This design comes from an exercise in tuning for small area, a short achievable clock period and few clock cycles on the open sky130 flow, not from production work.
No functional check of the RTL was part of any run shown here.
Power is estimated from default activity; no workload was simulated.

## design.v

```verilog
package kronos_types;
typedef logic [31:0] instr_t;
typedef struct packed {
    logic [31:0] pc;
    logic [31:0] ir;
} pipeIFID_t;
typedef struct packed {
    logic [31:0] pc;
    logic [31:0] ir;
    logic [31:0] op1;
    logic [31:0] op2;
    logic [31:0] addr;
    logic        basic;
    logic [3:0]  aluop;
    logic        regwr_alu;
    logic        jump;
    logic        branch;
    logic        load;
    logic        store;
    logic [3:0]  mask;
    logic        csr;
    logic        system;
    logic [1:0]  sysop;
    logic        illegal;
    logic        misaligned_jmp;
    logic        misaligned_ldst;
} pipeIDEX_t;
parameter logic [4:0] INSTR_LOAD  = 5'b00_000;
parameter logic [4:0] INSTR_STORE = 5'b01_000;
parameter logic [4:0] INSTR_BR    = 5'b11_000;
parameter logic [4:0] INSTR_JALR  = 5'b11_001;
parameter logic [4:0] INSTR_MISC  = 5'b00_011;
parameter logic [4:0] INSTR_JAL   = 5'b11_011;
parameter logic [4:0] INSTR_OPIMM = 5'b00_100;
parameter logic [4:0] INSTR_OP    = 5'b01_100;
parameter logic [4:0] INSTR_SYS   = 5'b11_100;
parameter logic [4:0] INSTR_AUIPC = 5'b00_101;
parameter logic [4:0] INSTR_LUI   = 5'b01_101;
parameter logic [3:0] ADD       = 4'b0000;
parameter logic [3:0] SUB       = 4'b1000;
parameter logic [3:0] SLT       = 4'b0010;
parameter logic [3:0] SLTU      = 4'b0011;
parameter logic [3:0] XOR       = 4'b0100;
parameter logic [3:0] OR        = 4'b0110;
parameter logic [3:0] AND       = 4'b0111;
parameter logic [3:0] SLL       = 4'b0001;
parameter logic [3:0] SRL       = 4'b0101;
parameter logic [3:0] SRA       = 4'b1101;
parameter logic [2:0] BEQ       = 3'b000;
parameter logic [2:0] BNE       = 3'b001;
parameter logic [2:0] BLT       = 3'b100;
parameter logic [2:0] BGE       = 3'b101;
parameter logic [2:0] BLTU      = 3'b110;
parameter logic [2:0] BGEU      = 3'b111;
parameter logic [1:0] EQ        = 2'b00;
parameter logic [1:0] LT        = 2'b01;
parameter logic [1:0] GT        = 2'b10;
parameter logic [1:0] BYTE      = 2'b00;
parameter logic [1:0] HALF      = 2'b01;
parameter logic [1:0] WORD      = 2'b10;
parameter logic [1:0] ECALL     = 2'b00;
parameter logic [1:0] EBREAK    = 2'b01;
parameter logic [1:0] MRET      = 2'b10;
parameter logic [1:0] WFI       = 2'b11;
parameter logic [31:0] ZERO   = 32'h0;
parameter logic [31:0] FOUR   = 32'h4;
parameter logic [3:0] SOFTWARE_INTERRUPT    = 4'd3;
parameter logic [3:0] TIMER_INTERRUPT       = 4'd7;
parameter logic [3:0] EXTERNAL_INTERRUPT    = 4'd11;
parameter logic [3:0] INSTR_ADDR_MISALIGNED = 4'd0;
parameter logic [3:0] ILLEGAL_INSTR         = 4'd2;
parameter logic [3:0] BREAKPOINT            = 4'd3;
parameter logic [3:0] LOAD_ADDR_MISALIGNED  = 4'd4;
parameter logic [3:0] STORE_ADDR_MISALIGNED = 4'd6;
parameter logic [3:0] ECALL_MACHINE         = 4'd11;
parameter logic [1:0]  CSR_RW       = 2'b01;
parameter logic [1:0]  CSR_RS       = 2'b10;
parameter logic [1:0]  CSR_RC       = 2'b11;
parameter logic [11:0] MSTATUS      = 12'h300;
parameter logic [11:0] MIE          = 12'h304;
parameter logic [11:0] MTVEC        = 12'h305;
parameter logic [11:0] MSCRATCH     = 12'h340;
parameter logic [11:0] MEPC         = 12'h341;
parameter logic [11:0] MCAUSE       = 12'h342;
parameter logic [11:0] MTVAL        = 12'h343;
parameter logic [11:0] MIP          = 12'h344;
parameter logic [11:0] MCYCLE       = 12'hB00;
parameter logic [11:0] MINSTRET     = 12'hB02;
parameter logic [11:0] MCYCLEH      = 12'hB80;
parameter logic [11:0] MINSTRETH    = 12'hB82;
parameter logic [1:0] PRIVILEGE_MACHINE = 2'b11;
parameter logic [1:0] DIRECT_MODE   = 2'b00;
endpackage
module kronos_top (
  input  logic        clk,
  input  logic        rstz,
  output logic [31:0] instr_addr,
  input  logic [31:0] instr_data,
  output logic        instr_req,
  input  logic        instr_ack,
  output logic [31:0] data_addr,
  input  logic [31:0] data_rd_data,
  output logic [31:0] data_wr_data,
  output logic [3:0]  data_mask,
  output logic        data_wr_en,
  output logic        data_req,
  input  logic        data_ack
);
logic [31:2] f_addr;      
logic [31:2] d_pc;        
logic [31:2] d_pc4;       
logic        d_valid;     
logic        f_same;      
logic        e_valid;
logic [31:2] e_pc;
logic [31:0] e_a, e_b, e_c;
logic [4:0]  e_rd;
logic        e_rdw;            
logic [2:0]  e_f3;
logic        e_sub, e_shl, e_sra;
logic [2:0]  e_rsel;           
logic        e_jal, e_jalr, e_br, e_load, e_store, e_csr, e_csr_we;
logic        e_fencei, e_ecall, e_ebreak, e_mret, e_wfi, e_illegal, e_syscnt;
logic        e_misjmp;         
logic        m_valid;
logic [31:2] m_addr;
logic [31:0] m_wdata;
logic [3:0]  m_mask;
logic        m_we;
logic        m_rdw;            
logic [4:0]  m_rd;
logic [1:0]  m_ba;
logic [2:0]  m_f3;
logic        lb_valid;
logic [4:0]  lb_rd;
logic [31:0] lb_data;
logic [31:1][31:0] rf;
logic        mst_mie, mst_mpie;
logic        mie_msie, mie_mtie, mie_meie;
logic [31:2] mtvec;
logic [31:0] mscratch, mcause, mtval;
logic [31:2] mepc;
logic [63:0] mcycle, minstret;
logic [32:0] sum;
logic [31:0] alu_res, shin, shr, shout;
logic        lt, ltu, eq, br_taken;
assign sum = {1'b0, e_a} + {1'b0, (e_sub ? ~e_b : e_b)} + {32'b0, e_sub};
assign ltu = ~sum[32];
assign lt  = (e_a[31] ^ e_b[31]) ? e_a[31] : sum[31];
assign eq  = e_a == e_b;
always_comb begin
  for (int i = 0; i < 32; i++) shin[i] = e_shl ? e_a[31-i] : e_a[i];
end
assign shr = 32'($signed({e_sra & e_a[31], shin}) >>> e_b[4:0]);
always_comb begin
  for (int i = 0; i < 32; i++) shout[i] = e_shl ? shr[31-i] : shr[i];
end
always_comb begin
  case (e_rsel)
    3'b000: alu_res = sum[31:0];
    3'b001: alu_res = shout;
    3'b010: alu_res = {31'b0, lt};
    3'b011: alu_res = {31'b0, ltu};
    3'b100: alu_res = e_a ^ e_b;
    3'b101: alu_res = shout;
    3'b110: alu_res = e_a | e_b;
    default: alu_res = e_a & e_b;
  endcase
end
always_comb begin
  case (e_f3)
    3'b000:  br_taken = eq;
    3'b001:  br_taken = ~eq;
    3'b100:  br_taken = lt;
    3'b101:  br_taken = ~lt;
    3'b110:  br_taken = ltu;
    default: br_taken = ~ltu;
  endcase
end
logic jump_taken, mis_jmp, mis_ldst, trap, mret_go, redirect, e_done, e_free;
logic retire, m_free, m_take;
logic [31:0] trap_cause, trap_value;
logic [31:2] target;
assign jump_taken = e_jal | e_jalr | (e_br & br_taken);
assign mis_jmp  = jump_taken & (e_jalr ? sum[1] : e_misjmp);
assign mis_ldst = (e_load | e_store) &
                  ((e_f3[1:0] == 2'b10 && sum[1:0] != 2'b00) || (e_f3[1:0] == 2'b01 && sum[0]));
assign trap     = e_valid & (e_illegal | mis_jmp | mis_ldst | e_ecall | e_ebreak);
assign mret_go  = e_valid & e_mret;
always_comb begin
  if (e_illegal) begin
    trap_cause = 32'd2;
    trap_value = e_c;
  end
  else if (mis_jmp) begin
    trap_cause = 32'd0;
    trap_value = e_jalr ? {sum[31:1], 1'b0} : e_c;
  end
  else if (mis_ldst) begin
    trap_cause = e_load ? 32'd4 : 32'd6;
    trap_value = sum[31:0];
  end
  else if (e_ecall) begin
    trap_cause = 32'd11;
    trap_value = 32'd0;
  end
  else begin
    trap_cause = 32'd3;
    trap_value = {e_pc, 2'b00};
  end
end
logic e_wb_en;
assign m_free = ~m_valid | data_ack;
always_comb begin
  if (!e_valid)                    e_done = 1'b0;
  else if (trap)                   e_done = 1'b1;
  else if (e_store)                e_done = m_free;
  else if (e_load)                 e_done = m_free;
  else if (e_wfi)                  e_done = 1'b0;
  else                             e_done = 1'b1;
end
assign e_free = ~e_valid | e_done;
assign m_take = e_valid & (e_load | e_store) & ~trap & e_done;
assign redirect = trap | mret_go | (e_valid & (e_fencei | jump_taken));
always_comb begin
  if (trap)         target = mtvec;
  else if (e_mret)  target = mepc;
  else if (e_jalr)  target = sum[31:2];
  else              target = e_c[31:2];
end
assign retire = e_valid & (trap ? e_syscnt : e_done);
logic [31:0] st_data;
logic [3:0]  st_mask;
logic [1:0]  ba;
assign ba = sum[1:0];
always_comb begin
  case (ba)
    2'b00: st_data = e_c;
    2'b01: st_data = {e_c[23:0], e_c[31:24]};
    2'b10: st_data = {e_c[15:0], e_c[31:16]};
    default: st_data = {e_c[7:0], e_c[31:8]};
  endcase
  if (e_f3[1:0] == 2'b00)      st_mask = 4'b0001 << ba;
  else if (e_f3[1:0] == 2'b01) st_mask = ba[1] ? 4'b1100 : 4'b0011;
  else                         st_mask = 4'b1111;
end
always_ff @(posedge clk) begin
  if (m_take) m_rdw <= e_load & e_rdw;
  else if (e_wb_en && e_rd == m_rd) m_rdw <= 1'b0;
end
always_ff @(posedge clk) begin
  if (~rstz) m_valid <= 1'b0;
  else if (m_take) m_valid <= 1'b1;
  else if (data_ack) m_valid <= 1'b0;
end
always_ff @(posedge clk) begin
  if (m_free) begin
    m_addr  <= sum[31:2];
    m_wdata <= st_data;
    m_mask  <= st_mask;
    m_we    <= e_store;
    m_rd    <= e_rd;
    m_ba    <= ba;
    m_f3    <= e_f3;
  end
end
assign data_req     = m_valid;
assign data_addr    = {m_addr, 2'b00};
assign data_wr_en   = m_we;
assign data_wr_data = m_wdata;
assign data_mask    = m_mask;
logic [31:0] ld_word, ld_data;
logic        ld_wr;       
always_comb begin
  case (m_ba)
    2'b00: ld_word = data_rd_data;
    2'b01: ld_word = {data_rd_data[7:0], data_rd_data[31:8]};
    2'b10: ld_word = {data_rd_data[15:0], data_rd_data[31:16]};
    default: ld_word = {data_rd_data[23:0], data_rd_data[31:24]};
  endcase
  if (m_f3[1:0] == 2'b00)      ld_data = {{24{~m_f3[2] & ld_word[7]}}, ld_word[7:0]};
  else if (m_f3[1:0] == 2'b01) ld_data = {{16{~m_f3[2] & ld_word[15]}}, ld_word[15:0]};
  else                         ld_data = ld_word;
end
assign ld_wr = m_valid & m_rdw & data_ack;
logic [11:0] csr_addr;
logic [31:0] csr_rdata, csr_wdata;
logic        csr_wen;
assign csr_addr = e_b[11:0];
always_comb begin
  csr_rdata = 32'b0;
  case (csr_addr)
    12'h300: begin csr_rdata[3] = mst_mie; csr_rdata[7] = mst_mpie; csr_rdata[12:11] = 2'b11; end
    12'h304: begin csr_rdata[3] = mie_msie; csr_rdata[7] = mie_mtie; csr_rdata[11] = mie_meie; end
    12'h305: csr_rdata = {mtvec, 2'b00};
    12'h340: csr_rdata = mscratch;
    12'h341: csr_rdata = {mepc, 2'b00};
    12'h342: csr_rdata = mcause;
    12'h343: csr_rdata = mtval;
    12'hB00: csr_rdata = mcycle[31:0];
    12'hB02: csr_rdata = minstret[31:0];
    12'hB80: csr_rdata = mcycle[63:32];
    12'hB82: csr_rdata = minstret[63:32];
    default: csr_rdata = 32'b0;
  endcase
end
always_comb begin
  case (e_f3[1:0])
    2'b10:   csr_wdata = csr_rdata | e_a;
    2'b11:   csr_wdata = csr_rdata & ~e_a;
    default: csr_wdata = e_a;
  endcase
end
assign csr_wen = e_valid & e_csr & e_csr_we;
logic [31:0] e_wb_data;
assign e_wb_en = e_valid & e_rdw & ~e_load & ~trap;
always_comb begin
  if (e_csr)       e_wb_data = csr_rdata;
  else if (e_jalr) e_wb_data = e_c;
  else             e_wb_data = alu_res;
end
logic        rf_we;
logic [4:0]  rf_wa;
logic [31:0] rf_wd;
always_comb begin
  if (e_wb_en) begin
    rf_we = 1'b1; rf_wa = e_rd; rf_wd = e_wb_data;
  end
  else if (ld_wr) begin
    rf_we = 1'b1; rf_wa = m_rd; rf_wd = ld_data;
  end
  else begin
    rf_we = lb_valid; rf_wa = lb_rd; rf_wd = lb_data;
  end
end
always_ff @(posedge clk) begin
  for (int i = 1; i < 32; i++)
    if (rf_we && rf_wa == 5'(i)) rf[i] <= rf_wd;
end
always_ff @(posedge clk) begin
  if (~rstz) lb_valid <= 1'b0;
  else if (ld_wr && e_wb_en) lb_valid <= e_rd != m_rd;
  else if (e_wb_en) lb_valid <= lb_valid & (e_rd != lb_rd);
  else lb_valid <= 1'b0;
end
always_ff @(posedge clk) begin
  if (ld_wr) begin
    lb_rd <= m_rd;
    lb_data <= ld_data;
  end
end
logic [31:0] ir;
logic [4:0]  OP, rs1, rs2, rd;
logic [2:0]  f3;
logic [6:0]  f7;
assign ir  = instr_data;
assign OP  = ir[6:2];
assign rs1 = ir[19:15];
assign rs2 = ir[24:20];
assign rd  = ir[11:7];
assign f3  = ir[14:12];
assign f7  = ir[31:25];
logic is_lui, is_auipc, is_jal, is_jalr, is_br, is_load, is_store, is_opimm, is_op, is_misc, is_sys;
assign is_lui   = OP == 5'b01101;
assign is_auipc = OP == 5'b00101;
assign is_jal   = OP == 5'b11011;
assign is_jalr  = OP == 5'b11001;
assign is_br    = OP == 5'b11000;
assign is_load  = OP == 5'b00000;
assign is_store = OP == 5'b01000;
assign is_opimm = OP == 5'b00100;
assign is_op    = OP == 5'b01100;
assign is_misc  = OP == 5'b00011;
assign is_sys   = OP == 5'b11100;
logic sys0, d_ecall, d_ebreak, d_mret, d_wfi, d_fence, d_fencei, d_csr;
assign sys0     = is_sys && f3 == 3'b000 && rs1 == 5'd0 && rd == 5'd0;
assign d_ecall  = sys0 && ir[31:20] == 12'h000;
assign d_ebreak = sys0 && ir[31:20] == 12'h001;
assign d_mret   = sys0 && ir[31:20] == 12'h302;
assign d_wfi    = sys0 && ir[31:20] == 12'h105;
assign d_csr    = is_sys && f3[1:0] != 2'b00;
assign d_fence  = is_misc && f3 == 3'b000 && ir[31:28] == 4'd0 && rs1 == 5'd0 && rd == 5'd0;
assign d_fencei = is_misc && f3 == 3'b001 && ir[31:20] == 12'd0 && rs1 == 5'd0 && rd == 5'd0;
logic valid, d_illegal;
always_comb begin
  valid = 1'b0;
  if (is_lui || is_auipc || is_jal) valid = 1'b1;
  if (is_jalr)  valid = f3 == 3'b000;
  if (is_br)    valid = f3[2:1] != 2'b01;
  if (is_load)  valid = f3 == 3'b000 || f3 == 3'b001 || f3 == 3'b010 || f3 == 3'b100 || f3 == 3'b101;
  if (is_store) valid = f3 == 3'b000 || f3 == 3'b001 || f3 == 3'b010;
  if (is_opimm) valid = (f3 == 3'b001) ? (f7 == 7'd0) :
                        (f3 == 3'b101) ? (f7 == 7'd0 || f7 == 7'd32) : 1'b1;
  if (is_op)    valid = f7 == 7'd0 || (f7 == 7'd32 && (f3 == 3'b000 || f3 == 3'b101));
  if (is_misc)  valid = d_fence | d_fencei;
  if (is_sys)   valid = d_csr | d_ecall | d_ebreak | d_mret | d_wfi;
end
assign d_illegal = ~valid | (ir[1:0] != 2'b11);
logic [31:0] imm_i, imm_s, imm_b, imm_u, imm_j;
assign imm_i = {{20{ir[31]}}, ir[31:20]};
assign imm_s = {{20{ir[31]}}, ir[31:25], ir[11:7]};
assign imm_b = {{19{ir[31]}}, ir[31], ir[7], ir[30:25], ir[11:8], 1'b0};
assign imm_u = {ir[31:12], 12'b0};
assign imm_j = {{11{ir[31]}}, ir[31], ir[19:12], ir[20], ir[30:21], 1'b0};
logic [31:0] pc_imm;
assign pc_imm = {d_pc, 2'b00} + (is_jal ? imm_j : imm_b);
logic [31:0][31:0] rfa;
logic [31:0] rv1, rv2, rs1_old, rs2_old;
assign rfa = {rf, 32'b0};
always_comb begin
  if (ld_wr && m_rd == rs1)         rs1_old = ld_data;
  else if (lb_valid && lb_rd == rs1) rs1_old = lb_data;
  else                              rs1_old = rfa[rs1];
  if (ld_wr && m_rd == rs2)         rs2_old = ld_data;
  else if (lb_valid && lb_rd == rs2) rs2_old = lb_data;
  else                              rs2_old = rfa[rs2];
end
assign rv1 = (e_wb_en && e_rd == rs1) ? e_wb_data : rs1_old;
assign rv2 = (e_wb_en && e_rd == rs2) ? e_wb_data : rs2_old;
logic uses_rs1, uses_rs2, hazard;
assign uses_rs1 = is_op | is_opimm | is_jalr | is_br | is_load | is_store | (is_sys & ~f3[2]);
assign uses_rs2 = is_op | is_br | is_store;
assign hazard = (e_valid & e_load & e_rdw &
                  ((uses_rs1 & e_rd == rs1) | (uses_rs2 & e_rd == rs2))) |
                (m_valid & m_rdw & ~data_ack &
                  ((uses_rs1 & m_rd == rs1) | (uses_rs2 & m_rd == rs2)));
logic [31:0] d_a, d_b, d_c;
always_comb begin
  if (is_lui)                    d_a = 32'b0;
  else if (is_auipc || is_jal)   d_a = {d_pc, 2'b00};
  else if (is_sys && f3[2])      d_a = {27'b0, rs1};
  else                           d_a = rv1;
  if (is_op || is_br)            d_b = rv2;
  else if (is_store)             d_b = imm_s;
  else if (is_lui || is_auipc)   d_b = imm_u;
  else if (is_jal)               d_b = 32'd4;
  else if (is_sys)               d_b = {20'b0, ir[31:20]};
  else                           d_b = imm_i;
  if (d_illegal)                 d_c = ir;
  else if (is_store)             d_c = rv2;
  else if (is_br || is_jal)      d_c = pc_imm;
  else                           d_c = {d_pc4, 2'b00};
end
logic d_ok, adv, busy_next;
logic [31:2] need_pc, need_pc4;
logic        nd_valid, nf_same;
assign instr_req  = 1'b1;
assign instr_addr = {f_addr, 2'b00};
assign d_ok = d_valid & instr_ack;
assign adv  = d_ok & e_free & ~redirect & ~hazard;
assign busy_next = adv & (is_load | is_store) & m_take;
always_comb begin
  if (redirect) begin
    need_pc  = target;
    need_pc4 = target + 30'd1;
  end
  else if (adv) begin
    need_pc  = d_pc4;
    need_pc4 = d_pc4 + 30'd1;
  end
  else begin
    need_pc  = d_pc;
    need_pc4 = d_pc4;
  end
  nd_valid = ~redirect & (adv ? ~f_same : f_same);
  nf_same = ~nd_valid | busy_next;
end
always_ff @(posedge clk) begin
  if (~rstz) begin
    d_pc    <= 30'b0;
    d_pc4   <= 30'b1;
    d_valid <= 1'b0;
    f_same  <= 1'b1;
    f_addr  <= 30'b0;
  end
  else begin
    d_pc    <= need_pc;
    d_pc4   <= need_pc4;
    d_valid <= nd_valid;
    f_same  <= nf_same;
    f_addr  <= nf_same ? need_pc : need_pc4;
  end
end
always_ff @(posedge clk) begin
  if (~rstz) e_valid <= 1'b0;
  else if (adv) e_valid <= 1'b1;
  else if (e_done) e_valid <= 1'b0;
end
logic e_en;
assign e_en = ~e_valid | ~(e_wfi | ((e_load | e_store) & ~m_free));
always_ff @(posedge clk) begin
  if (e_en) begin
    e_pc  <= d_pc;
    e_a   <= d_a;
    e_b   <= d_b;
    e_c   <= d_c;
    e_rd  <= rd;
    e_f3  <= f3;
    e_illegal <= d_illegal;
    e_rdw <= ~d_illegal && rd != 5'd0 &&
             (is_lui || is_auipc || is_jal || is_jalr || is_opimm || is_op || is_load || d_csr);
    e_sub <= (is_op & f7[5] & (f3 == 3'b000)) | ((is_op | is_opimm) & (f3[2:1] == 2'b01)) | is_br;
    e_shl <= (is_op | is_opimm) & (f3 == 3'b001);
    e_sra <= (is_op | is_opimm) & f7[5];
    e_rsel <= (is_op | is_opimm) ? f3 : 3'b000;
    e_jal    <= ~d_illegal & is_jal;
    e_jalr   <= ~d_illegal & is_jalr;
    e_br     <= ~d_illegal & is_br;
    e_load   <= ~d_illegal & is_load;
    e_store  <= ~d_illegal & is_store;
    e_csr    <= ~d_illegal & d_csr;
    e_csr_we <= ~(~f3[2] && f3[1] && rs1 == 5'd0);
    e_fencei <= ~d_illegal & d_fencei;
    e_ecall  <= ~d_illegal & d_ecall;
    e_ebreak <= ~d_illegal & d_ebreak;
    e_mret   <= ~d_illegal & d_mret;
    e_wfi    <= ~d_illegal & d_wfi;
    e_syscnt <= is_sys & (f3[1:0] == 2'b00);
    e_misjmp <= is_jal ? ir[21] : ir[8];
  end
end
logic wr_mcycle_l, wr_mcycle_h, wr_minstret_l, wr_minstret_h;
assign wr_mcycle_l   = csr_wen && csr_addr == 12'hB00;
assign wr_mcycle_h   = csr_wen && csr_addr == 12'hB80;
assign wr_minstret_l = csr_wen && csr_addr == 12'hB02;
assign wr_minstret_h = csr_wen && csr_addr == 12'hB82;
logic [63:0] minstret_base, minstret_inc;
always_comb begin
  minstret_base = minstret;
  if (wr_minstret_l) minstret_base[31:0] = csr_wdata;
  if (wr_minstret_h) minstret_base[63:32] = csr_wdata;
end
assign minstret_inc = minstret_base + 64'd1;
always_ff @(posedge clk) begin
  if (~rstz) begin
    mst_mie <= 1'b0;
    mst_mpie <= 1'b0;
    mie_msie <= 1'b0;
    mie_mtie <= 1'b0;
    mie_meie <= 1'b0;
    mtvec <= 30'b0;
    mcycle <= 64'b0;
    minstret <= 64'b0;
  end
  else begin
    if (wr_mcycle_l)      mcycle[31:0] <= csr_wdata;
    else if (wr_mcycle_h) mcycle[63:32] <= csr_wdata;
    else                  mcycle <= mcycle + 64'd1;
    minstret <= retire ? minstret_inc : minstret_base;
    if (csr_wen && csr_addr == 12'h300) begin
      mst_mie <= csr_wdata[3];
      mst_mpie <= csr_wdata[7];
    end
    else if (trap) begin
      mst_mie <= 1'b0;
      mst_mpie <= mst_mie;
    end
    else if (mret_go) begin
      mst_mie <= mst_mpie;
      mst_mpie <= 1'b1;
    end
    if (csr_wen && csr_addr == 12'h304) begin
      mie_msie <= csr_wdata[3];
      mie_mtie <= csr_wdata[7];
      mie_meie <= csr_wdata[11];
    end
    if (csr_wen && csr_addr == 12'h305) mtvec <= csr_wdata[31:2];
  end
end
always_ff @(posedge clk) begin
  if (csr_wen && csr_addr == 12'h340) mscratch <= csr_wdata;
  if (csr_wen && csr_addr == 12'h341) mepc <= csr_wdata[31:2];
  else if (trap) mepc <= e_pc;
  if (csr_wen && csr_addr == 12'h342) mcause <= csr_wdata;
  else if (trap) mcause <= trap_cause;
  if (csr_wen && csr_addr == 12'h343) mtval <= csr_wdata;
  else if (trap) mtval <= trap_value;
end
endmodule
```

## run.sh

```bash
#!/bin/bash
# synth_recipe.tcl (not shown) runs the flow's synth.tcl, then flattens the netlist and writes it again
# the make line also repeats each setting of config.mk as NAME=value (left out here)
make -C /OpenROAD-flow-scripts/flow DESIGN_CONFIG=/design/flow/config.mk WORK_HOME=/design/flow/orfs CLKGATE_MAP_FILE= SYNTH_SCRIPT=/design/flow/synth_recipe.tcl finish
```

## config.mk

```make
export PLATFORM = sky130hd
export DESIGN_NAME = kronos_top
export DESIGN_NICKNAME = kronos_top
export VERILOG_FILES = /design/flow/design.v
export SDC_FILE = /design/flow/constraint.sdc
export NUM_CORES = 4
export LEC_CHECK = 0
export ABC_CLOCK_PERIOD_IN_PS = 4500
export CAP_MARGIN = 20
export CORE_MARGIN = 2
export CORE_UTILIZATION = 45
export PLACE_DENSITY = 0.6
export SETUP_SLACK_MARGIN = 5
export SLEW_MARGIN = 20
```

## constraint.sdc

```tcl
create_clock -name core_clock -period 10.0 [get_ports {clk}]
set_input_delay 2.0000 -clock core_clock [delete_from_list [all_inputs] [get_ports {clk}]]
set_output_delay 2.0000 -clock core_clock [all_outputs]
set_load 0.01 [all_outputs]
```

==> impl_metrics.json, run 1 <==
{
  "status": "no timing/DRC/antenna violations",
  "initialDrtViolationCount": 13200,
  "max_stage_delay_ns": 0.55,
  "p_leak_nw": 42.9,
  "synthDistinctLibCells": 102,
  "grt_first_pass_wirelength_um": 607000,
  "path_cells": "buf_4 -> inv_1 -> ha_1 -> nor4_4 -> nand4_1 -> or4_4 -> o21ai_2 -> or2_4 -> o21ai_1 -> a41o_4 -> or3_4 -> buf_12 -> and3_4 -> or3_4 -> o31ai_4 -> buf_6 -> nand2_8 -> nor2_4 -> buf_8 -> buf_12",
  "cts_tree": "done",
  "worst-setup-path-type": "reg -> reg",
  "cp-start-kind": "register",
  "cts-htree-levels": 4,
  "clockBufferDepth": 3,
  "finalSetupViolCount": 0,
  "avgSynthCellArea_um2": 11.9,
  "synth_edf_count": 1352,
  "critPathBufInv": 6,
  "r2r_cells": 20,
  "drive_gt1_frac": 0.285,
  "crit_end": "rf[188]",
  "drtPass1Iterations": 8,
  "dp_hpwl_um": 291000,
  "drv_cap": 0,
  "finalCriticalPeriod_ns": 5.36,
  "drc_errors": 0,
  "cp.required_ns": 10.56,
  "worstReg2RegEnd": "rf[188]",
  "postCtsHoldBufs": 0,
  "hold_ws_ns": 0.493,
  "cp.arrival_ns": 5.92,
  "die-width_um": 460,
  "ys_seq_area_frac": 0.496,
  "synth.ff_latch_count": 1647,
  "die-height_um": 460,
  "grt_overflow": 0,
  "clock_sinks": 1647,
  "rrSetupSlack_ns": 4.64,
  "grt_max_degree": 100,
  "wl_per_cell_um": 41.5,
  "core.rowCount": 167,
  "place_congestion": 1.08,
  "final_util": 0.572,
  "yosys.area.top_type": "edfxtp_1",
  "fin_skew_ns": 0.0907,
  "syn_inst": 7875,
  "area_delta_synth_final_pct": 26.3,
  "p_per_area_mw_per_mm2": 160,
  "crit_cells": 20,
  "cp_max_fo": 11,
  "synth_top_area_frac": 0.433,
  "grt_pass1_vias": 73900,
  "start_util": 0.453,
  "drtAntennaViolNets": 0,
  "clkLatencyLatePin_ns": 0.90,
  "yosys-top-cells-area": "edfxtp_1 43%, mux4_2 14%, dfxtp_1 6.3%, mux2i_1 4.1%, nand2_1 2.9%",
  "fmax_mhz": 186,
  "hold_class": "reg -> reg",
  "timing.rr.start": "e_a[27]",
  "final_area_mm2": 0.118,
  "synthFlopType": "edfxtp_1",
  "routed_wirelength_um": 473000,
  "worst_pin_slew_ns": 1.22,
  "layout.nets": 8655,
  "maxSlewViolCount": 0,
  "fin_crit_sh": 0.536,
  "critical_path.top_delay_family": "simple AND/OR/NAND/NOR gates",
  "cts.clk_slew.worst_paths_ns": 0.06,
  "ys_async_sr_fraction": 0,
  "relSlewSlack": 0.189,
  "fin_setup_tns_ns": 0,
  "viasPerCell": 7.10,
  "mostFrequentLayoutCells": "1,352 x edfxtp_1, 672 x nand2_1, 597 x mux4_2, 520 x nor2_1, 476 x a21oi_1",
  "grt.total_usage": 0.413,
  "rsz0062_at_grt": "yes",
  "via_count": 81000,
  "place.port_buffers": 165,
  "layout_commonest_cell": "edfxtp_1",
  "slowest_stage": "or4_4",
  "cts-root-buf": "clkbuf_16",
  "hold_viol_final": 0,
  "crit_path_end_kind": "register",
  "io_pins": 171,
  "synth_area_mm2": 0.0937,
  "fp.dieArea_mm2": 0.212,
  "antenna_found_initial": 18,
  "crit_path_start": "e_a[27]",
  "design.core.area_mm2": 0.207,
  "cts_buffers": 183,
  "yosys_warnings": 1,
  "vdd_ir_drop_max_mv": 0.202,
  "post_dp_cell_area_mm2": 0.0997
}
-- state kept, by name, indices dropped and copies added, names as in the netlist, 30 cells and up --
register and count:
mepc 30, e_pc 30, lb_data 32, m_wdata 32
minstret 64, m_addr 30, e_b 32, d_pc4 30
f_addr 30, e_c 32, e_a 32, mcause 32
mscratch 32, mcycle 64, rf 992, mtvec 30
d_pc 30, mtval 32
-- worst min-delay path: cells and delay by family (launching register included) --
kind	cells	cell delay, ns
flops	1	0.32
simple gates	2	0.12
-- layout make-up --
cell class | count | area (um2)
fillers | 16500 | 88700
well taps | 2788 | 3490
diodes | 18 | 45.0
multi-input cells | 5475 | 48500
flip-flops and latches | 1647 | 46500
clock buffers | 224 | 4810
clock inverters | 109 | 1300
repair buffers | 978 | 13000
inverters | 170 | 677
-- timing repair --
item | in CTS | in global routing
buffers inserted | 254 | 148
endpoints found under the setup margin | 2371 | 2310
gates resized for setup | 693 | 455
pin swaps | 138 | 160
gates cloned | 74 | 87
-- power by group --
part / internal (mW) / leakage [nW] / switching [mW]
clock network: 3.96 / 2.95 / 3.06
registers: 7.56 / 16.7 / 0.225
logic: 1.49 / 23.3 / 2.67
total: 13.0 / 42.9 / 5.95
-- layer usage --
layer	share of wire	vias to the layer above	track usage	wire, um
li1	-	32000	-	-
met1	0.33	40400	0.505	156000
met2	0.43	6681	0.617	204000
met3	0.12	1931	0.109	56700
met4	0.12	8	0.332	56100
met5	0.00011	-	0.000689	50
-- cells by family after synthesis --
family,count (synthesis),share of synthesized area
adder cells (fa/ha/maj),132,0.0178
AND/OR/NAND/NOR,2097,0.104
buffers and inverters,789,0.0330
XOR/XNOR,217,0.0203
AO/OA/AOI/OAI,1880,0.129
flip-flops,1647,0.496
multiplexers,1111,0.200
other,2,0.0000801
-- synth_stat cells, drive strengths merged, types with 145 or more instances --
cell and count:
edfxtp 1352, o21ai 463, buf 166, mux2i 383, inv 166, nand3 195, mux4 597, nor3 145
nand2 718, a21oi 535, nor2 592, dfxtp 295, clkbuf 453
-- through the flow --
| step | total power, mW | worst slack (ns) | cells |
|---|---|---|---|
| 3_3_place_gp | 11.3 | 2.76 | 10500 |
| 4_1_cts | 18.6 | 4.72 | 11200 |
| 6_report | 19.0 | 4.64 | 11400 |
| 5_1_grt | 19.3 | 4.59 | 11400 |
| 3_5_place_dp | 11.3 | 2.63 | 10500 |
| 2_1_floorplan | 9.58 | 4.07 | 7878 |
-- worst min-delay path by stage --
stage	startpoint	end	slack, ns	cells past startpoint
floorplan	e_f3[1]	m_f3[1]	0.42	0
global placement	lb_data[5]	lb_data[5]	0.46	2
detailed placement	lb_data[0]	lb_data[0]	0.47	2
CTS	lb_data[17]	lb_data[17]	0.48	2
global route	lb_data[17]	lb_data[17]	0.53	2
finish	lb_data[17]	lb_data[17]	0.49	2
==> run 2: changes to the inputs <==
--- a/design.v
+++ b/design.v
@@ -110,7 +110,13 @@
 logic [31:2] d_pc;        
 logic [31:2] d_pc4;       
 logic        d_valid;     
+logic [31:2] d_nxt;       
+logic        d_pt;        
 logic        f_same;      
+logic        d_fresh;     
+logic [7:0]      bt_v;
+logic [7:0][2:0] bt_tag;
+logic [7:0][7:0] bt_tgt;
 logic        e_valid;
 logic [31:2] e_pc;
 logic [31:0] e_a, e_b, e_c;
@@ -122,6 +128,8 @@
 logic        e_jal, e_jalr, e_br, e_load, e_store, e_csr, e_csr_we;
 logic        e_fencei, e_ecall, e_ebreak, e_mret, e_wfi, e_illegal, e_syscnt;
 logic        e_misjmp;         
+logic        e_pt;             
+logic        e_st2, e_tq;      
 logic        m_valid;
 logic [31:2] m_addr;
 logic [31:0] m_wdata;
@@ -181,8 +189,10 @@
 logic retire, m_free, m_take;
 logic [31:0] trap_cause, trap_value;
 logic [31:2] target;
+logic brwait;
+assign brwait   = e_valid & e_br & e_misjmp & ~e_st2;
 assign jump_taken = e_jal | e_jalr | (e_br & br_taken);
-assign mis_jmp  = jump_taken & (e_jalr ? sum[1] : e_misjmp);
+assign mis_jmp  = (e_jal & e_misjmp) | (e_jalr & sum[1]) | (e_br & e_misjmp & e_st2 & e_tq);
 assign mis_ldst = (e_load | e_store) &
                   ((e_f3[1:0] == 2'b10 && sum[1:0] != 2'b00) || (e_f3[1:0] == 2'b01 && sum[0]));
 assign trap     = e_valid & (e_illegal | mis_jmp | mis_ldst | e_ecall | e_ebreak);
@@ -216,17 +226,37 @@
   else if (trap)                   e_done = 1'b1;
   else if (e_store)                e_done = m_free;
   else if (e_load)                 e_done = m_free;
-  else if (e_wfi)                  e_done = 1'b0;
+  else if (e_wfi | brwait)         e_done = 1'b0;
   else                             e_done = 1'b1;
 end
 assign e_free = ~e_valid | e_done;
 assign m_take = e_valid & (e_load | e_store) & ~trap & e_done;
-assign redirect = trap | mret_go | (e_valid & (e_fencei | jump_taken));
-always_comb begin
-  if (trap)         target = mtvec;
-  else if (e_mret)  target = mepc;
-  else if (e_jalr)  target = sum[31:2];
-  else              target = e_c[31:2];
+logic ctl_taken, tgt_ok;
+logic [31:2] e_pc1;
+assign ctl_taken = e_jal | (e_br & ~e_misjmp & br_taken);
+assign tgt_ok    = e_c[31:2] == d_pc;
+assign e_pc1     = e_pc + 30'd1;
+assign redirect = trap | mret_go |
+                  (e_valid & ~brwait & (e_fencei | e_jalr | (e_pt ? ~(ctl_taken & tgt_ok) : ctl_taken)));
+always_comb begin
+  if (trap)                        target = mtvec;
+  else if (e_mret)                 target = mepc;
+  else if (e_jalr)                 target = sum[31:2];
+  else if (ctl_taken | e_fencei)   target = e_c[31:2];
+  else                             target = e_pc1;
+end
+logic [2:0] e_idx;
+assign e_idx = e_pc[4:2];
+always_ff @(posedge clk) begin
+  if (~rstz) bt_v <= 8'b0;
+  else if (e_valid & ~trap & ctl_taken) bt_v[e_idx] <= 1'b1;
+  else if (e_valid & e_pt) bt_v[e_idx] <= 1'b0;
+end
+always_ff @(posedge clk) begin
+  if (e_valid & ctl_taken) begin
+    bt_tag[e_idx] <= e_pc[7:5];
+    bt_tgt[e_idx] <= e_c[9:2];
+  end
 end
 assign retire = e_valid & (trap ? e_syscnt : e_done);
 logic [31:0] st_data;
@@ -298,9 +328,9 @@
     12'h342: csr_rdata = mcause;
     12'h343: csr_rdata = mtval;
     12'hB00: csr_rdata = mcycle[31:0];
-    12'hB02: csr_rdata = minstret[31:0];
+    12'hB02: csr_rdata = minstret_now[31:0];
     12'hB80: csr_rdata = mcycle[63:32];
-    12'hB82: csr_rdata = minstret[63:32];
+    12'hB82: csr_rdata = minstret_now[63:32];
     default: csr_rdata = 32'b0;
   endcase
 end
@@ -313,7 +343,7 @@
 end
 assign csr_wen = e_valid & e_csr & e_csr_we;
 logic [31:0] e_wb_data;
-assign e_wb_en = e_valid & e_rdw & ~e_load & ~trap;
+assign e_wb_en = e_valid & e_rdw & ~e_load & ~(e_jalr & sum[1]);
 always_comb begin
   if (e_csr)       e_wb_data = csr_rdata;
   else if (e_jalr) e_wb_data = e_c;
@@ -442,25 +472,37 @@
   else                           d_c = {d_pc4, 2'b00};
 end
 logic d_ok, adv, busy_next;
-logic [31:2] need_pc, need_pc4;
-logic        nd_valid, nf_same;
+logic [31:2] need_pc, need_pc4, need_nxt, dn4;
+logic        need_pt, nd_valid, nf_same, bt_hit;
+logic [2:0]  bt_i;
 assign instr_req  = 1'b1;
 assign instr_addr = {f_addr, 2'b00};
 assign d_ok = d_valid & instr_ack;
 assign adv  = d_ok & e_free & ~redirect & ~hazard;
 assign busy_next = adv & (is_load | is_store) & m_take;
+logic [31:2] nk;
+assign nk     = d_fresh ? d_pc : d_nxt;
+assign bt_i   = nk[4:2];
+assign bt_hit = bt_v[bt_i] && bt_tag[bt_i] == nk[7:5];
+assign dn4    = nk + 30'd1;
 always_comb begin
   if (redirect) begin
     need_pc  = target;
-    need_pc4 = target + 30'd1;
+    need_pc4 = d_pc4;
+    need_nxt = d_nxt;
+    need_pt  = 1'b0;
   end
-  else if (adv) begin
-    need_pc  = d_pc4;
-    need_pc4 = d_pc4 + 30'd1;
+  else if (adv | d_fresh) begin
+    need_pc  = nk;
+    need_pc4 = dn4;
+    need_nxt = bt_hit ? {nk[31:10], bt_tgt[bt_i]} : dn4;
+    need_pt  = bt_hit;
   end
   else begin
     need_pc  = d_pc;
     need_pc4 = d_pc4;
+    need_nxt = d_nxt;
+    need_pt  = d_pt;
   end
   nd_valid = ~redirect & (adv ? ~f_same : f_same);
   nf_same = ~nd_valid | busy_next;
@@ -469,6 +511,9 @@
   if (~rstz) begin
     d_pc    <= 30'b0;
     d_pc4   <= 30'b1;
+    d_nxt   <= 30'b1;
+    d_pt    <= 1'b0;
+    d_fresh <= 1'b0;
     d_valid <= 1'b0;
     f_same  <= 1'b1;
     f_addr  <= 30'b0;
@@ -476,9 +521,12 @@
   else begin
     d_pc    <= need_pc;
     d_pc4   <= need_pc4;
+    d_nxt   <= need_nxt;
+    d_pt    <= need_pt;
+    d_fresh <= redirect;
     d_valid <= nd_valid;
     f_same  <= nf_same;
-    f_addr  <= nf_same ? need_pc : need_pc4;
+    f_addr  <= nf_same ? need_pc : need_nxt;
   end
 end
 always_ff @(posedge clk) begin
@@ -487,7 +535,15 @@
   else if (e_done) e_valid <= 1'b0;
 end
 logic e_en;
-assign e_en = ~e_valid | ~(e_wfi | ((e_load | e_store) & ~m_free));
+assign e_en = ~e_valid | ~(e_wfi | brwait | ((e_load | e_store) & ~m_free));
+always_ff @(posedge clk) begin
+  if (~rstz) e_st2 <= 1'b0;
+  else if (brwait) e_st2 <= 1'b1;
+  else if (e_en) e_st2 <= 1'b0;
+end
+always_ff @(posedge clk) begin
+  if (brwait) e_tq <= br_taken;
+end
 always_ff @(posedge clk) begin
   if (e_en) begin
     e_pc  <= d_pc;
@@ -497,7 +553,7 @@
     e_rd  <= rd;
     e_f3  <= f3;
     e_illegal <= d_illegal;
-    e_rdw <= ~d_illegal && rd != 5'd0 &&
+    e_rdw <= ~d_illegal && rd != 5'd0 && ~(is_jal && ir[21]) &&
              (is_lui || is_auipc || is_jal || is_jalr || is_opimm || is_op || is_load || d_csr);
     e_sub <= (is_op & f7[5] & (f3 == 3'b000)) | ((is_op | is_opimm) & (f3[2:1] == 2'b01)) | is_br;
     e_shl <= (is_op | is_opimm) & (f3 == 3'b001);
@@ -517,6 +573,7 @@
     e_wfi    <= ~d_illegal & d_wfi;
     e_syscnt <= is_sys & (f3[1:0] == 2'b00);
     e_misjmp <= is_jal ? ir[21] : ir[8];
+    e_pt     <= d_pt;
   end
 end
 logic wr_mcycle_l, wr_mcycle_h, wr_minstret_l, wr_minstret_h;
@@ -524,13 +581,14 @@
 assign wr_mcycle_h   = csr_wen && csr_addr == 12'hB80;
 assign wr_minstret_l = csr_wen && csr_addr == 12'hB02;
 assign wr_minstret_h = csr_wen && csr_addr == 12'hB82;
-logic [63:0] minstret_base, minstret_inc;
-always_comb begin
-  minstret_base = minstret;
-  if (wr_minstret_l) minstret_base[31:0] = csr_wdata;
-  if (wr_minstret_h) minstret_base[63:32] = csr_wdata;
+logic        retire_q;
+logic [63:0] minstret_now, minstret_wr;
+assign minstret_now = retire_q ? minstret + 64'd1 : minstret;
+always_comb begin
+  minstret_wr = minstret_now;
+  if (wr_minstret_l) minstret_wr[31:0] = csr_wdata;
+  if (wr_minstret_h) minstret_wr[63:32] = csr_wdata;
 end
-assign minstret_inc = minstret_base + 64'd1;
 always_ff @(posedge clk) begin
   if (~rstz) begin
     mst_mie <= 1'b0;
@@ -541,12 +599,14 @@
     mtvec <= 30'b0;
     mcycle <= 64'b0;
     minstret <= 64'b0;
+    retire_q <= 1'b0;
   end
   else begin
     if (wr_mcycle_l)      mcycle[31:0] <= csr_wdata;
     else if (wr_mcycle_h) mcycle[63:32] <= csr_wdata;
     else                  mcycle <= mcycle + 64'd1;
-    minstret <= retire ? minstret_inc : minstret_base;
+    minstret <= (wr_minstret_l | wr_minstret_h) ? minstret_wr : minstret_now;
+    retire_q <= retire;
     if (csr_wen && csr_addr == 12'h300) begin
       mst_mie <= csr_wdata[3];
       mst_mpie <= csr_wdata[7];
==> run 2 against run 1 <==
  * Still clean on timing, DRC and antenna
  * Global-route usage fell by 1.9 points
  * Utilization fell by 4.9 points
  * Clock power rose by 8.1%
  * Cell count rose by 1.4%
  * Design area fell by 3.1%
  * Worst setup slack improved by 0.21 ns
  * Register-to-register slack improved by 0.21 ns
  * Critical path depth fell by 4
  * Via count fell by 0.50%
  * Hold slack got worse by 0.046 ns
  * Combinational power fell by 18%
  * Critical path type unchanged
==> impl_metrics.json, run 2 <==
{
  "synth_top_family_by_area": "multiplexers",
  "die-height_um": 474,
  "fill_cells": 18800,
  "routed_wirelength_um": 452000,
  "cp.arrival_ns": 5.80,
  "r2r_cells": 16,
  "status": "no timing/DRC/antenna violations",
  "multi_input_area_mm2": 0.0479,
  "initialDrtViolationCount": 12600,
  "finalSetupViolCount": 0,
  "viasPerCell": 6.97,
  "hold_class": "reg -> reg",
  "avgSynthCellArea_um2": 11.9,
  "syn_inst": 8313,
  "largest_reg_flops": 992,
  "cts-htree-levels": 4,
  "cts_tree": "done",
  "drtAntennaViolNets": 0,
  "die-width_um": 474,
  "drc_errors": 0,
  "layout.nets": 8702,
  "place.port_buffers": 165,
  "crit_path_end_kind": "register",
  "clkLatencyLatePin_ns": 0.90,
  "antenna_found_initial": 38,
  "grt.total_usage": 0.394,
  "drtPass1Iterations": 9,
  "synthDistinctLibCells": 108,
  "final_util": 0.522,
  "finalCriticalPeriod_ns": 5.15,
  "fin_skew_ns": 0.0703,
  "cts-root-buf": "clkbuf_16",
  "fin_setup_tns_ns": 0,
  "grt_max_degree": 82,
  "regArea_mm2": 0.0500,
  "synthAdderAreaFrac": 0.0176,
  "muxShareOfSynthArea": 0.183,
  "design.core.area_mm2": 0.220,
  "p_leak_nw": 41.5,
  "grt_first_pass_wirelength_um": 616000,
  "synth_most_common_cell": "edfxtp_1",
  "p_per_area_mw_per_mm2": 168,
  "area_delta_synth_final_pct": 15.6,
  "ys_seq_area_frac": 0.504,
  "grt_overflow": 0,
  "synth_edf_count": 1442,
  "yosys-top-cells-area": "edfxtp_1 44%, mux4_2 14%, dfxtp_1 6.8%, nand2_1 3.2%, mux2i_1 3.2%",
  "synth_area_mm2": 0.0992,
  "synth_compound_area_frac": 0.135,
  "timing.rr.start": "e_sub",
  "clock_sinks": 1779,
  "cts.clk_slew.worst_paths_ns": 0.07,
  "synth-simple-area-share": 0.101,
  "worstHoldPathCells": 0,
  "via_count": 80600,
  "synthFlopType": "edfxtp_1",
  "fp.dieArea_mm2": 0.224,
  "start_util": 0.452,
  "regMostFlops": "rf",
  "synth_top_area_frac": 0.436,
  "fmax_mhz": 194,
  "cts_buffers": 193,
  "maxSlewViolCount": 0,
  "worst-setup-path-type": "reg -> reg",
  "vdd_ir_drop_max_mv": 0.176,
  "worst_pin_slew_ns": 1.27,
  "io_pins": 171,
  "hold_viol_final": 0,
  "cp_max_fo": 26,
  "synth.ff_latch_count": 1779,
  "drv_cap": 0,
  "clockBufferDepth": 3,
  "cp.required_ns": 10.65,
  "crit_path_start": "e_sub",
  "grt_pass1_vias": 75900,
  "yosys.area.top_type": "edfxtp_1",
  "cp-start-kind": "register",
  "place_congestion": 1.08,
  "wl_per_cell_um": 39.0,
  "rsz0062_at_grt": "yes",
  "mostFrequentLayoutCells": "1,442 x edfxtp_1, 833 x nand2_1, 598 x mux4_2, 548 x nor2_1, 485 x a21oi_1",
  "min_from": "d_pt",
  "fin_crit_sh": 0.515,
  "relSlewSlack": 0.155,
  "synth_common_cells": "1,442 x edfxtp_1, 848 x nand2_1, 598 x mux4_2",
  "yosys_warnings": 1,
  "core.rowCount": 172,
  "ys_async_sr_fraction": 0,
  "postCtsHoldBufs": 0,
  "synthXorXnorAreaFrac": 0.0274,
  "layout_commonest_cell": "edfxtp_1",
  "drive_gt1_frac": 0.215,
  "dp_hpwl_um": 308000
}
[run 2: metal layers]
| layer | GRT usage | up-vias | part of all wire |
|---|---|---|---|
| met4 | 0.307 | 6 | 0.096 |
| met3 | 0.0871 | 1524 | 0.11 |
| met5 | 0 | - | 0.000097 |
| met1 | 0.485 | 40500 | 0.35 |
| li1 | - | 32800 | - |
| met2 | 0.603 | 5820 | 0.45 |
[run 2: cell families (layout without fill, tap and decap cells)]
kind of cell,Yosys count,after routing
flops,1779,1779
xor+xnor,310,310
mux,1052,1052
buf+inv,807,1148
other cells,2,39
fa+ha+maj,138,138
simple gates,2191,2193
compound gates,2034,2037
[run 2: worst paths after layout]
kind         endpoint  slack [ns]
max           e_b[16]        4.85
min              e_pt        0.45
max reg2reg   e_b[16]        4.85
min reg2reg      e_pt        0.45
[run 2: timing repair]
item | CTS | global route
endpoints found under the setup margin | 1819 | 1155
hold endpoints to repair | 0 | 0
gates resized for setup | 196 | 145
pin swaps | 27 | 26
setup buffers | 60 | 45
cloned | 8 | 4
[run 2: where the power goes]
part | switching (mW) | internal, mW
sequential | 0.156 | 8.10
combinational | 2.28 | 1.13
clock | 3.28 | 4.30
total | 5.72 | 13.5
[run 2: stage by stage]
stage / instance area, um2 / total power, mW / instances / setup WS [ns] / hold WS [ns]
floorplan: 99600 / 9.90 / 8316 / 2.87 / 0.406
global placement: 105000 / 11.5 / 11000 / 2.80 / 0.423
detailed placement: 105000 / 11.5 / 11000 / 2.81 / 0.421
CTS: 113000 / 19.0 / 11500 / 4.84 / 0.446
global route: 115000 / 19.6 / 11500 / 4.93 / 0.449
finish: 115000 / 19.2 / 11600 / 4.85 / 0.447
[run 2: final cells by class]
class                           instances  share of cell area
Tap cell                             2871              0.0313
Timing Repair Buffer                  605              0.0491
Antenna cell                           34            0.000742
Timing Repair inverter                  1           0.0000437
Inverter                              181             0.00646
Clock buffer                          239              0.0450
Clock inverter                        122              0.0133
Sequential cell                      1779               0.437
Multi-Input combinational cell       5735               0.418
[run 2: critical path, stage by stage, from the launching register on]
cell and delay [ns]:
edfxtp_1 0.47, buf_8 0.23, mux2_2 0.33, fa_2 0.41, a211oi_2 0.24, o21ai_2 0.14, o21ai_2 0.25, a21o_1 0.24
buf_4 0.14, xor2_1 0.87, o211ai_1 0.15, nand3_1 0.14, o211ai_1 0.45, nand2_1 0.17, o21ai_0 0.11, buf_4 0.23
a221o_1 0.33

## re-timing with driven ports
The flow's constraints put no driver on any port. The routed layouts listed below were extracted and timed again, unchanged, in two steps.
Step 1 (the two cells are an assumption about what drives the block):
set clk [get_ports {clk}]
set_driving_cell -lib_cell sky130_fd_sc_hd__clkbuf_16 $clk
set_driving_cell -lib_cell sky130_fd_sc_hd__buf_2 [delete_from_list [all_inputs] $clk]
Step 2, shift: input delay + t, output delay - t, t = (earliest + latest rising clock arrival at the registers) / 2. This alone moves slack from input paths to output paths.
Three values: ideal, step 1, step 2; two values: the first two.
run	shift t [ns]	setup slack, ns	clock arrival spread, ns
run 1	0.943	4.636 / 4.636 / 3.928	0.091 / 0.091
run 2	0.960	4.847 / 4.847 / 4.124	0.073 / 0.073
After both steps setup and hold are still met in every run listed. For run 2, which loses most, drivers alone change the setup slack by 0.000 ns; drivers and shift together by -0.723 ns.
